This is an optimization exercise on Yosys and OpenROAD, whose aim is small area, not a production implementation. Only the layout flow was run in this run; the RTL was not checked for function there. Power is estimated from default activity; no workload was simulated.

==> design/flow/standard.sh <==
#!/bin/bash
# synth_recipe.tcl (not shown) runs the flow's synth.tcl, then flattens the netlist and writes it again
# the make line also repeats each setting of config.mk as NAME=value (left out here)
make -C /OpenROAD-flow-scripts/flow DESIGN_CONFIG=/design/flow/config.mk WORK_HOME=/design/flow/orfs CLKGATE_MAP_FILE= SYNTH_SCRIPT=/design/flow/synth_recipe.tcl "${@:-finish}"
==> design/flow/flow/run.sh <==
#!/bin/bash
# Layout flow: the standard ORFS flow with two changes:
#  - synthesis maps logic with the ABC script in flow/abc_area.script (ABC_AREA=1),
#  - port buffers are sky130_fd_sc_hd__buf_1.
# Each tool's output stays in orfs/logs/; make's own output goes to flow_make.log.
set -euo pipefail
F=$(pwd)
mkdir -p "$F/scripts"
for f in "$FLOW_HOME"/scripts/*; do ln -sf "$f" "$F/scripts/"; done
rm -f "$F/scripts/abc_area.script"
cp "$F/flow/abc_area.script" "$F/scripts/abc_area.script"
EXTRA=$(cat "$F/flow/extra_make_args" 2>/dev/null || true)
sed "s#\"\${@:-finish}\"#SCRIPTS_DIR=$F/scripts ABC_AREA=1 BUFFER_PORTS_ARGS='-buffer_cell sky130_fd_sc_hd__buf_1' $EXTRA \"\${@:-finish}\"#" standard.sh > "$F/my_standard.sh"
bash "$F/my_standard.sh" > "$F/flow_make.log" 2>&1
==> design/flow/design.v <==
module fp_adder_top ( input  wire        clk,
                      input  wire [31:0] a,
                      input  wire [31:0] b,
                      output wire [31:0] s
                    );
  reg  [31:0] a_q, b_q, s_q;
  wire [31:0] s_d;
  always @(posedge clk) begin
    a_q <= a;
    b_q <= b;
    s_q <= s_d;
  end
  fp_adder u_add ( .a(a_q), .b(b_q), .s(s_d) );
  assign s = s_q;
endmodule

module fp_adder ( input  wire [31:0] a ,
                  input  wire [31:0] b ,
                  output wire [31:0] s
                );
wire [7:0]  ea = a[30:23], eb = b[30:23];
wire        sub = a[31] ^ b[31];
wire        hx  = |ea | |eb;            
wire        hy  = |ea & |eb;            
wire        special = ~(|ea[7:1] | |eb[7:1]) & (ea[0] ^ eb[0]);
wire        ge = ea >= eb;
wire [7:0]  ex = ge ? ea : eb;
wire [22:0] mx = ge ? a[22:0] : b[22:0];
wire [22:0] my = ge ? b[22:0] : a[22:0];
wire [7:0]  dab = ea - eb, dba = eb - ea;
wire [7:0]  d = ge ? dab : dba;
wire [4:0]  sh = special ? 5'd0 : (d[4:0] | {5{|d[7:5]}});
wire        mlt;
fpa_lt23 u_lt (.a(a[22:0]), .b(b[22:0]), .lt(mlt));
wire        neg = (ea == eb) & mlt;
wire        sgn = (ge & ~neg) ? a[31] : b[31];
wire [25:0] aln;
wire        sticky;
fpa_align u_aln (.m({hy, my, 2'b00}), .sh(sh), .qn(aln), .sticky(sticky));
wire [27:0] u;
fpa_addsub u_add (.aa({1'b0, hx, mx, 3'b000} ^ {28{sub & neg}}),
                  .bb({1'b0, ~aln, sticky} ^ {28{sub & ~neg}}), .sub(sub), .u(u));
wire [4:0]  t;
fpa_lzcap u_lzc (.u(u), .ex(ex), .sub(sub), .t(t));
wire [26:0] n1;
fpa_norm u_nrm (.u(u), .t(t), .n(n1));
wire [22:0] m;
wire        r27;
fpa_round u_rnd (.n(n1), .m(m), .r27(r27));
wire [7:0]  e2 = ex + 8'd1 - t + r27;
assign s = {sgn, e2 & {8{n1[26]}}, m};
endmodule
module fpa_lt23 ( input wire [22:0] a, input wire [22:0] b, output wire lt );
wire [23:0] bw;
assign bw[0] = 1'b0;
genvar i;
generate for (i = 0; i < 23; i = i + 1) begin : g_lt
  assign bw[i+1] = (~a[i] & b[i]) | (~(a[i] ^ b[i]) & bw[i]);
end endgenerate
assign lt = bw[23];
endmodule
module fpa_align ( input wire [25:0] m, input wire [4:0] sh,
                   output wire [25:0] qn, output wire sticky );
wire [4:0]  shn = ~sh;
wire [25:0] r1n, r2, r3n, r4;
fpa_rsh #(.W(26), .S(1),  .INV(0)) u_s1 (.d(m),   .s(sh[0]), .sn(shn[0]), .q(r1n));
fpa_rsh #(.W(26), .S(2),  .INV(1)) u_s2 (.d(r1n), .s(sh[1]), .sn(shn[1]), .q(r2));
fpa_rsh #(.W(26), .S(4),  .INV(0)) u_s3 (.d(r2),  .s(sh[2]), .sn(shn[2]), .q(r3n));
fpa_rsh #(.W(26), .S(8),  .INV(1)) u_s4 (.d(r3n), .s(sh[3]), .sn(shn[3]), .q(r4));
fpa_rsh #(.W(26), .S(16), .INV(0)) u_s5 (.d(r4),  .s(sh[4]), .sn(shn[4]), .q(qn));
assign sticky = (sh[1] & ~r1n[1]) | (sh[2] & |r2[3:0]) | (sh[3] & ~&r3n[7:0]) | (sh[4] & |r4[15:0]);
endmodule
module fpa_rsh #(parameter W = 26, parameter S = 1, parameter INV = 0)
                ( input wire [W-1:0] d, input wire s, input wire sn, output wire [W-1:0] q );
genvar i;
generate for (i = 0; i < W; i = i + 1) begin : g_b
  if (i + S < W) begin : g_m
    fpa_aoi22 u (.a1(d[i+S]), .a2(s), .b1(d[i]), .b2(sn), .y(q[i]));
  end else if (INV == 0) begin : g_z
    fpa_nand2 u (.a(d[i]), .b(sn), .y(q[i]));
  end else begin : g_o
    fpa_aoi21 u (.a1(d[i]), .a2(sn), .b(s), .y(q[i]));
  end
end endgenerate
endmodule
module fpa_aoi22 ( input wire a1, input wire a2, input wire b1, input wire b2, output wire y );
assign y = ~((a1 & a2) | (b1 & b2));
endmodule
module fpa_aoi21 ( input wire a1, input wire a2, input wire b, output wire y );
assign y = ~((a1 & a2) | b);
endmodule
module fpa_nand2 ( input wire a, input wire b, output wire y );
assign y = ~(a & b);
endmodule
module fpa_addsub ( input wire [27:0] aa, input wire [27:0] bb, input wire sub,
                    output wire [27:0] u );
wire [27:0] p = aa ^ bb, g = aa & bb;
wire [28:0] c;
assign c[0] = sub;
genvar i;
generate for (i = 0; i < 26; i = i + 2) begin : g_add
  assign u[i]   = p[i] ^ c[i];
  assign u[i+1] = p[i+1] ^ (g[i] | (p[i] & c[i]));
  assign c[i+2] = g[i+1] | (p[i+1] & g[i]) | (p[i+1] & p[i] & c[i]);
end endgenerate
assign u[26] = p[26] ^ c[26];
assign u[27] = (g[26] | (p[26] & c[26])) & ~sub;    
endmodule
module fpa_lzcap ( input wire [27:0] u, input wire [7:0] ex, input wire sub,
                   output wire [4:0] t );
reg  [4:0] lz;
integer k;
always @* begin
  lz = 5'd28;
  for (k = 0; k < 28; k = k + 1)
    if (u[k]) lz = 5'd27 - k;
end
wire [7:0] cap = (sub && ex != 8'd0) ? ex : 8'd1;
wire       le  = (|cap[7:5]) | ~(lz > cap[4:0]);
assign t = le ? lz : cap[4:0];
endmodule
module fpa_norm ( input wire [27:0] u, input wire [4:0] t, output wire [26:0] n );
wire [27:0] l1 = t[0] ? {u[26:0],  1'b0}  : u;
wire [27:0] l2 = t[1] ? {l1[25:0], 2'b0}  : l1;
wire [27:0] l3 = t[2] ? {l2[23:0], 4'b0}  : l2;
wire [27:0] l4 = t[3] ? {l3[19:0], 8'b0}  : l3;
wire [27:0] l5 = t[4] ? {l4[11:0], 16'b0} : l4;
assign n = l5[27:1];
endmodule
module fpa_round ( input wire [26:0] n, output wire [22:0] m, output wire r27 );
wire rnd = n[2] & (n[1] | n[0] | n[3]);
wire [22:0] x = n[25:3];
wire [6:0]  gc;                         
assign gc[0] = rnd;
genvar i;
generate for (i = 0; i < 6; i = i + 1) begin : g_grp
  if (i < 5) begin : g_full
    assign gc[i+1] = gc[i] & (&x[4*i+3:4*i]);
  end else begin : g_last
    assign gc[i+1] = gc[i] & (&x[22:20]);
  end
end endgenerate
generate for (i = 0; i < 23; i = i + 1) begin : g_bit
  if ((i % 4) == 0) begin : g0
    assign m[i] = x[i] ^ gc[i/4];
  end else begin : g1
    assign m[i] = x[i] ^ (gc[i/4] & (&x[i-1:(i/4)*4]));
  end
end endgenerate
assign r27 = gc[6] & n[26];
endmodule
==> design/flow/config.mk <==
export PLATFORM = sky130hd
export DESIGN_NAME = fp_adder_top
export DESIGN_NICKNAME = fp_adder_top
export VERILOG_FILES = /design/flow/design.v
export SDC_FILE = /design/flow/constraint.sdc
export NUM_CORES = 4
export LEC_CHECK = 0
export CAP_MARGIN = 20
export CORE_MARGIN = 2
export CORE_UTILIZATION = 40
export SLEW_MARGIN = 20
export SYNTH_HIERARCHICAL = 1
export SYNTH_MINIMUM_KEEP_SIZE = 0
==> design/flow/flow/abc_area.script <==
strash
&get -n
&st
&dch -f
&nf -R 1000
&put
==> design/flow/constraint.sdc <==
create_clock -name core_clock -period 15.0 [get_ports {clk}]
set_input_delay 3.0000 -clock core_clock [delete_from_list [all_inputs] [get_ports {clk}]]
set_output_delay 3.0000 -clock core_clock [all_outputs]
set_load 0.01 [all_outputs]
==> summary.txt <==
- The flow ran to the end and the layout has no timing, DRC or antenna violations.
- The number of max-capacitance violations reported is 0.
- After detailed routing, the number of remaining DRC violations is 0.
- The layout cell share with drive strength beyond 1 is 12.1%.
- For this design, the CTS-stage hold fixing added 0 buffers.
- No sink is reached through more buffers than the 2 on the longest clock path.
- The worst min-delay path startpoint is a_q[31].
- The terminating pin of the worst hold path is s_q[31].
- The clock period minus final worst setup slack is 13.99 ns.
- Counting the fill cells in the layout gives 2,039.
- In this run the critical register-to-register path is captured at s_q[30].
- The netlist area before placement is 0.00835 mm².
- The analysis attributes to cell leakage a power of 4.03 nW.
- Once layout is complete, the utilization of the core stands at 50.0%.
- The count of input and output buffers is 96.
- The number of nets in the finished design is 1,326.
- After detailed routing, the met2 layer carries 10.2 mm of wire.
- STA classifies the critical path startpoint as a flop.
- The initial antenna violation count is 0.
- The peak supply drop is 0.0825 mV.
- Summing all non-filler instances in the final layout gives an area of 0.0102 mm².
- Of all flip-flops after synthesis, the portion carrying an async set or reset was 0%.
- The overall power after layout is 2.05 mW.
- On the final layout, the worst clock skew is 0.00968 ns.
- At the end of routability-driven placement, the weighted congestion stood at 0.937.
- Summed over all nets, the half-perimeter wirelength after detailed placement is 17.6 mm.
- The starting utilization of the core area is 41.0%.
- The via count of the first global-routing pass came to 7,169.
- Counting flops with a built-in enable in the synthesized netlist gives 0.
- In this design, the stage delay of the slowest critical-path cell is 0.39 ns.
- For this design the ratio of total power to cell area is 202 mW/mm².
- The global-route wire length before repair is 35.4 mm.
- The relative slew slack is 30.2%.
- After the flow finishes, the layout carries non-filler instances totaling 1,434.
- From bottom edge to top edge, the die measures 148 µm.
- The routed layout has 7,770 vias.
- The number of buffers and inverters on the critical path is 5.
- The number of nets with antenna violations after routing is 0.
- The number of rows in the core area is 52.
- The vias per cell is 5.42.
- Based on the critical path, the design can be clocked at up to 0.0715 GHz.
- The startpoint identified for the worst register-to-register timing path is a_q[23].
- In the synthesized netlist the dominant register cell turns out to be dfxtp_1.
- The type of the setup path with the least slack is flop to flop.
- In this run, CTS created clock tree buffers numbering 9.
- The TritonCTS clock tree is yes.
- The tree built by TritonCTS fans out to 96 sinks.
- Counting cells, the worst reg-to-reg path comes to 87.
- In the detailed route, the total length drawn on met3 is 896 µm.
- Synthesis instantiated 45 different standard cells from the library.
- The number of endpoints failing setup at the final stage is 0.
- The detailed router finished its first iteration with 439 violations.
- The detail-routed net length per standard cell is 15.2 µm.
- Counting instances, the worst hold path has a depth of 1.
- Synthesis handed over a netlist of 1,010 instances.
- The cell family with the largest share of critical-path delay is simple AND/OR/NAND/NOR gates.
- The sum of overflow across all layers after global routing is 0.
- In the final routing, the length of wire on met1 measures 10.3 mm.
- The tightest min-delay check is of the flop to flop type.
- Clock-pin slew was measured on the worst setup and hold paths at 0.07 ns.
- The proportion of synthesized chip area in sequential cells is 23.0%.
- For this design the top-level I/O count stands at 97.
- The minimum setup slack among reg-to-reg paths is 1.01 ns.
- For the worst setup path, the data required time is 15.26 ns.
- The clock tree root buffer cell is clkbuf_16.
- In this run, placement finished with an instance count of 1,400.
- Wires add up to 21.9 mm.
- For this run, the total global-route usage over all layers was measured as 19.6%.
- The first detailed-routing pass ran for 5 iterations.
- The worst setup path is captured at a flop.
- The count of yosys warnings during synthesis is 8.
- For the pin with the worst max-slew slack, the measured transition is 1.05 ns.
- The dominant cell type by count on the critical path is nand2_1.
- The total placed instance area is 0.00963 mm².
- The slowest library cell on the worst path is fa_1.
- The later pin in the worst-skew pair is clocked with a latency of 0.36 ns.
- The total count of max-transition violations in the final report is 0.
- The peak fanout along the critical path is 26.
- In the finished design, the share of the clock period the worst path needs comes to 93.3%.
- The average footprint of a synthesized cell is 8.26 µm².
- The uppermost metal layer occupied by signal nets is met4.
- Entering global routing, the biggest net connects 53 pins.
- The area inside the core boundary is 0.0204 mm².
- The horizontal die dimension is 148 µm.
- The post-synthesis sequential element count is 96.
- The area growth from synthesis to layout is 21.9%.
- Data on the critical path arrives at its endpoint at 14.25 ns.
- The die covers 0.0220 mm².
- The number of antenna repair diodes is 0.
- The number of levels the H-tree was split into is 3.
- The hold violation count in the final report is 0.
registers in the layout (all words and copies together), names as in the netlist:
register and flops:
a_q 32, b_q 32, s_q 32
per-module statistics from Yosys (local to each module, per instance), a selection:
module | flops+latches | cell area [µm²] | cells | copies in the design
fp_adder_top | 96 | 1920 | 96 | 1
fp_adder | 0 | 2100 | 275 | 1
fpa_nand2 | 0 | 3.75 | 1 | 21
fpa_lt23 | 0 | 528 | 74 | 1
fpa_norm | 0 | 1090 | 180 | 1
fpa_aoi21 | 0 | 5.00 | 1 | 10
fpa_lzcap | 0 | 463 | 88 | 1
fpa_aoi22 | 0 | 7.51 | 1 | 99
fpa_align | 0 | 88.8 | 16 | 1
fpa_addsub | 0 | 946 | 103 | 1
fpa_round | 0 | 339 | 48 | 1
layer usage:
metal	vias to the layer above	GRT usage [%]
li1	3999	-
met1	3560	26.0
met2	182	32.9
met3	29	3.01
met4	0	6.29
met5	-	0
synthesized netlist by cell type, drive strengths merged, types with 2 or more instances:
master  number  area, µm²
o221ai       3       26.3
and2         5       31.3
nand4        8       50.1
a211oi       8       60.1
xnor2       65        569
a31oi        4       25.0
clkinv      68        255
nand2       93        349
ha          82       1030
o22a         3       26.3
dfxtp       96       1920
nand2b       9       56.3
nand3       16       80.1
a21oi       87        435
nor2        82        308
o41ai        2       17.5
nor2b       13       81.3
a21o         4       30.0
o21ai       61        305
a22oi       99        743
or2          3       18.8
fa          18        360
or4          2       15.0
xor2        22        193
mux2i       43        430
nor4b        2       17.5
mux2        41        462
o22ai        5       31.3
nor3        23        115
nor4        17        106
and3        12       75.1
repair_timing:
| action | 4_1_cts | 5_1_grt |
|---|---|---|
| gates resized for setup | 0 | 17 |
| setup buffers | 0 | 20 |
| setup endpoints to repair | 0 | 6 |
metrics by stage:
step	setup slack, ns	TNS (ns)	hold slack (ns)
global route	-0.0532	-0.0532	0.515
global placement	0.704	0	0.476
CTS	0.518	0	0.491
finish	1.01	0	0.488
detailed placement	0.678	0	0.474
floorplan	-0.448	-0.448	0.547
worst register-to-register path: cells and delay by family, from the launching register on:
| kind | cells | cell delay [ns] |
|---|---|---|
| multiplexers | 1 | 0.31 |
| AND/OR/NAND/NOR | 52 | 6.01 |
| adder cells (fa/ha/maj) | 8 | 2.43 |
| buffers and inverters | 5 | 0.77 |
| XOR/XNOR | 3 | 0.66 |
| AO/OA/AOI/OAI | 18 | 3.41 |
| flip-flops | 1 | 0.36 |
power by group:
| part | switching, mW | internal (mW) |
|---|---|---|
| Combinational | 0.872 | 0.585 |
| Clock | 0.102 | 0.162 |
| Sequential | 0.0167 | 0.317 |
layout by cell type, fill, tap and decap left out, types with 10 or more instances in the layout:
cell | netlist | final
mux2_1 | 41 | 37
nor3_1 | 23 | 21
nand2_1 | 93 | 90
xnor2_1 | 65 | 65
clkinv_1 | 68 | 62
o21ai_0 | 61 | 49
mux2i_1 | 43 | 42
o21ai_1 | 0 | 10
dfxtp_1 | 96 | 91
a22oi_2 | 0 | 22
buf_4 | 1 | 41
xor2_1 | 22 | 21
a21oi_1 | 87 | 77
nand3_1 | 16 | 16
buf_1 | 0 | 96
nor4_1 | 17 | 15
fa_1 | 18 | 16
a22oi_1 | 99 | 77
ha_1 | 82 | 76
nor2_1 | 82 | 76
nor2b_1 | 13 | 12
cell families after synthesis:
logic type      after synthesis  synth area share, %
simple gates                287                 15.8
flops                        96                 23.0
other cells                   1               0.0449
compound gates              285                 21.3
fa+ha+maj                   100                 16.6
buf+inv                      69                 3.15
xor+xnor                     87                 9.13
mux                          85                 11.0
worst max-delay path by stage:
stage / from / to / slack [ns] / cells after the start
floorplan: a_q[26] / s_q[30] / -0.45 / 84
global placement: a_q[23] / s_q[30] / 0.70 / 84
detailed placement: a_q[23] / s_q[30] / 0.68 / 84
CTS: a_q[23] / s_q[30] / 0.52 / 84
global route: a_q[1] / s_q[30] / -0.05 / 97
finish: a_q[23] / s_q[30] / 1.01 / 87
final cells by class:
cell class	count	area (µm²)	area share, %
Clock buffer	9	225	2.21
Clock inverter	5	106	1.04
Inverter	68	269	2.64
Multi-Input combinational cell	847	6600	64.9
Sequential cell	96	1930	18.9
Tap cell	270	338	3.32
Timing Repair Buffer	139	708	6.96

port drivers added, routing unchanged:
The flow's constraints put no driver on any port. The routed layout listed below was extracted and timed again, unchanged, in two steps.
Step 1 assumes that a clkbuf_16 drives the clock port and a buf_2 every other input.
Step 2 also shifts input and output timing later by t, the mid clock arrival at the registers, as if the neighbouring blocks saw the same clock.
a / b / c = no drivers / after step 1 / after step 2; a / b = the first two.
t (ns): 0.398
setup WS [ns]: 1.007 / 1.007 / 1.007
hold slack, ns: 0.488 / 0.488 / 0.488
slew at the worst register clock pin (ns): 0.07 / 0.07
After both steps setup and hold are still met in this run. For this run, drivers alone change the setup slack by 0.000 ns; drivers and shift together by 0.000 ns.
